This is an optimization exercise on Yosys and OpenROAD, whose aim is small area and a short achievable clock period, not a production implementation. Only simulation tests tie the RTL to the original design; equivalence was not proved. Power figures rest on the tool's default switching activity, not on a simulated workload.

Setup of the baseline:
Design slifo_v2, start of the top module:
module slifo_v2 (clk, rst_n, wr, rd, lifo_empty, lifo_full, low_th, high_th,
                 lifo_low_th, lifo_high_th, lifo_ov, lifo_ud, lifo_valid,
                 data_in, data_out);
  input         clk;
  input         rst_n;
  input         wr;
  input         rd;
  input  [5:0]  low_th;
  input  [5:0]  high_th;
  input  [31:0] data_in;
  output reg [31:0] data_out;
  output reg    lifo_empty;
  output        lifo_full;
  output        lifo_low_th;
  output        lifo_high_th;
  output reg    lifo_ov;
  output reg    lifo_ud;
  output reg    lifo_valid;
  reg  [5:0]  cnt;      
  reg  [5:0]  ncnt;     
  reg  [5:0]  cntp1;    
  reg  [31:0] sel;      
  reg  [31:0] mem [0:31];
  assign lifo_full = cnt[5];
  wire pw   = wr & ~rd;               
  wire push = pw & ~cnt[5];
  wire pop  = rd & ~wr & ~lifo_empty;
  wire fwd  = wr & rd;
  wire [5:0] cnt_inc = cnt + 6'd1;
  wire [5:0] cnt_dec = cnt - 6'd1;
  wire [5:0] cnt_inc2 = cnt + 6'd2;
  always @(posedge clk) begin
    if (~rst_n) begin
      cnt        <= 6'd0;
      ncnt       <= 6'h3f;
      cntp1      <= 6'd1;
      lifo_empty <= 1'b1;
      sel        <= 32'h8000_0000;
    end else if (push) begin
      cnt        <= cnt_inc;
      ncnt       <= ~cnt_inc;
      cntp1      <= cnt_inc2;
      lifo_empty <= 1'b0;
      sel        <= {sel[30:0], sel[31]};
    end else if (pop) begin
      cnt        <= cnt_dec;
      ncnt       <= ~cnt_dec;
      cntp1      <= cnt;
      lifo_empty <= (cnt == 6'd1);
      sel        <= {sel[0], sel[31:1]};
    end
  end
  genvar g;
  generate
    for (g = 0; g < 32; g = g + 1) begin : g_word
      wire we;
      if (g == 0) begin : g_w0
        assign we = pw & sel[31] & ~cnt[5];
      end else begin : g_wn
        assign we = pw & sel[g - 1];
      end
      always @(posedge clk)
        if (we)
          mem[g] <= data_in;
    end
  endgenerate
  wire [31:0] grp [0:10];
  generate
    for (g = 0; g < 10; g = g + 1) begin : g_grp
      slifo_aoi3 u_aoi (.a(mem[3*g]), .b(mem[3*g+1]), .c(mem[3*g+2]),
                        .sa(sel[3*g]), .sb(sel[3*g+1]), .sc(sel[3*g+2]), .y(grp[g]));
    end
  endgenerate
  slifo_aoi2 u_aoi_last (.a(mem[30]), .b(mem[31]),
                         .sa(sel[30]), .sb(sel[31]), .y(grp[10]));
  wire [31:0] rdata = ~(grp[0] & grp[1] & grp[2] & grp[3] & grp[4] & grp[5] &
  ...
Size: about 2,000 cells after synthesis, roughly 1,100 flip-flops, roughly 87 I/O pins, about 0.039 sq mm of cells after synthesis.
==> module slifo_v2, before the edit <==
module slifo_v2 (clk, rst_n, wr, rd, lifo_empty, lifo_full, low_th, high_th,
                 lifo_low_th, lifo_high_th, lifo_ov, lifo_ud, lifo_valid,
                 data_in, data_out);
  input         clk;
  input         rst_n;
  input         wr;
  input         rd;
  input  [5:0]  low_th;
  input  [5:0]  high_th;
  input  [31:0] data_in;
  output reg [31:0] data_out;
  output reg    lifo_empty;
  output        lifo_full;
  output        lifo_low_th;
  output        lifo_high_th;
  output reg    lifo_ov;
  output reg    lifo_ud;
  output reg    lifo_valid;
  reg  [5:0]  cnt;      
  reg  [5:0]  ncnt;     
  reg  [5:0]  cntp1;    
  reg  [31:0] sel;      
  reg  [31:0] mem [0:31];
  assign lifo_full = cnt[5];
  wire pw   = wr & ~rd;               
  wire push = pw & ~cnt[5];
  wire pop  = rd & ~wr & ~lifo_empty;
  wire fwd  = wr & rd;
  wire [5:0] cnt_inc = cnt + 6'd1;
  wire [5:0] cnt_dec = cnt - 6'd1;
  wire [5:0] cnt_inc2 = cnt + 6'd2;
  always @(posedge clk) begin
    if (~rst_n) begin
      cnt        <= 6'd0;
      ncnt       <= 6'h3f;
      cntp1      <= 6'd1;
      lifo_empty <= 1'b1;
      sel        <= 32'h8000_0000;
    end else if (push) begin
      cnt        <= cnt_inc;
      ncnt       <= ~cnt_inc;
      cntp1      <= cnt_inc2;
      lifo_empty <= 1'b0;
      sel        <= {sel[30:0], sel[31]};
    end else if (pop) begin
      cnt        <= cnt_dec;
      ncnt       <= ~cnt_dec;
      cntp1      <= cnt;
      lifo_empty <= (cnt == 6'd1);
      sel        <= {sel[0], sel[31:1]};
    end
  end
  genvar g;
  generate
    for (g = 0; g < 32; g = g + 1) begin : g_word
      wire we;
      if (g == 0) begin : g_w0
        assign we = pw & sel[31] & ~cnt[5];
      end else begin : g_wn
        assign we = pw & sel[g - 1];
      end
      always @(posedge clk)
        if (we)
          mem[g] <= data_in;
    end
  endgenerate
  wire [31:0] grp [0:10];
  generate
    for (g = 0; g < 10; g = g + 1) begin : g_grp
      slifo_aoi3 u_aoi (.a(mem[3*g]), .b(mem[3*g+1]), .c(mem[3*g+2]),
                        .sa(sel[3*g]), .sb(sel[3*g+1]), .sc(sel[3*g+2]), .y(grp[g]));
    end
  endgenerate
  slifo_aoi2 u_aoi_last (.a(mem[30]), .b(mem[31]),
                         .sa(sel[30]), .sb(sel[31]), .y(grp[10]));
  wire [31:0] rdata = ~(grp[0] & grp[1] & grp[2] & grp[3] & grp[4] & grp[5] &
                        grp[6] & grp[7] & grp[8] & grp[9] & grp[10]);
  always @(posedge clk) begin
    data_out   <= fwd ? data_in : rdata;
    lifo_valid <= pop | fwd;
  end
  always @(posedge clk) begin
    if (~rst_n)                 lifo_ov <= 1'b0;
    else if (rd)                lifo_ov <= 1'b0;
    else if (wr & lifo_full)    lifo_ov <= 1'b1;
  end
  always @(posedge clk) begin
    if (~rst_n)                 lifo_ud <= 1'b0;
    else if (wr)                lifo_ud <= 1'b0;
    else if (rd & lifo_empty)   lifo_ud <= 1'b1;
  end
  slifo_cla6 #(.CIN(1)) u_low  (.pa(~low_th), .pb(cntp1), .co(lifo_low_th));
  slifo_cla6 #(.CIN(1)) u_high (.pa(ncnt), .pb(high_th), .co(lifo_high_th));
endmodule
==> flow/config.mk <==
export PLATFORM = sky130hd
export DESIGN_NAME = slifo_v2
export DESIGN_NICKNAME = slifo_v2
export VERILOG_FILES = /design/flow/design.v
export SDC_FILE = /design/flow/constraint.sdc
export NUM_CORES = 4
export LEC_CHECK = 0
export CAP_MARGIN = 20
export CORE_MARGIN = 2
export CORE_UTILIZATION = 65
export CTS_CLUSTER_DIAMETER = 100
export CTS_CLUSTER_SIZE = 26
export PLACE_DENSITY = 0.78
export SETUP_SLACK_MARGIN = 1.5
export SLEW_MARGIN = 20
export SYNTH_HIERARCHICAL = 1
==> flow/constraint.sdc <==
create_clock -name core_clock -period 3.7 [get_ports {clk}]
set_input_delay 0.7400 -clock core_clock [delete_from_list [all_inputs] [get_ports {clk}]]
set_output_delay 0.7400 -clock core_clock [all_outputs]
set_load 0.01 [all_outputs]
run.sh (not shown) runs the stock make flow with config.mk's settings and CLKGATE_MAP_FILE= SYNTH_SCRIPT=/design/flow/synth_recipe.tcl, a recipe that flattens the netlist after the stock synthesis.
No stage failed in the baseline, and the final checks on the layout all came back clean.
The inputs of the candidate differ from those of the baseline as listed below.
-- flow/design.v --
<<< the baseline, line 33
    if (~rst_n) begin
      cnt        <= 6'd0;
      ncnt       <= 6'h3f;
      cntp1      <= 6'd1;
      lifo_empty <= 1'b1;
      sel        <= 32'h8000_0000;
    end else if (push) begin
      cnt        <= cnt_inc;
      ncnt       <= ~cnt_inc;
      cntp1      <= cnt_inc2;
      lifo_empty <= 1'b0;
      sel        <= {sel[30:0], sel[31]};
    end else if (pop) begin
      cnt        <= cnt_dec;
      ncnt       <= ~cnt_dec;
      cntp1      <= cnt;
      lifo_empty <= (cnt == 6'd1);
      sel        <= {sel[0], sel[31:1]};
    end
  end
>>> the candidate, line 33
    if (~rst_n) begin
      cnt        <= 6'd0;
      lifo_empty <= 1'b1;
      sel        <= 32'h8000_0000;
    end else if (push) begin
      cnt        <= cnt_inc;
      lifo_empty <= 1'b0;
      sel        <= {sel[30:0], sel[31]};
    end else if (pop) begin
      cnt        <= cnt_dec;
      lifo_empty <= (cnt == 6'd1);
      sel        <= {sel[0], sel[31:1]};
    end
  end
  always @(posedge clk) begin
    if (~rst_n) begin
      ncnt  <= 6'h3f;
      cntp1 <= 6'd1;
    end else begin
      ncnt  <= push ? ~cnt_inc : pop ? ~cnt_dec : ~cnt;
      cntp1 <= push ? cnt_inc2 : pop ? cnt : cnt_inc;
    end
  end
### Flow results
Cell count after synthesis in the candidate is 30 above the baseline. The candidate vs. the baseline: signal arrival time at the worst endpoint fell by 0.05 ns, utilization fell by 0.18 points. Looking at the baseline and the candidate, the xor and xnor fraction of the mapped netlist area is a wash. The candidate has share of total power in the clock network above what the baseline had. Detailed-route vias per instance essentially unchanged between the baseline and the candidate. Between the baseline and the candidate, the total non-filler cell area in the finished layout does not differ in any meaningful way. Final-layout clock-cell area share: the baseline vs the candidate — no meaningful difference.

-- separate check: timing with driven ports --
The flow's constraints put no driver on any port. The routed layouts listed below were extracted and timed again, unchanged, in two steps. Step 1, drivers: a clkbuf_16 drives clk and a buf_2 each remaining input, both assumed. Step 2 also shifts input and output timing later by t, the mid clock arrival at the registers, as if the neighbouring blocks saw the same clock. a / b / c = no drivers / after step 1 / after step 2; a / b = the first two.
run | t, ns | slack for setup (ns) | slew at the worst register clock pin (ns) | pins driven straight from the clock port
the baseline | 0.683 | 1.412 / 1.349 / 0.970 | 0.10 / 0.10 | 1
the candidate | 0.688 | 1.459 / 1.426 / 0.860 | 0.11 / 0.11 | 1
After both steps setup and hold are still met in every run listed. For the candidate, which loses most, drivers alone change the setup slack by -0.033 ns; drivers and shift together by -0.599 ns.
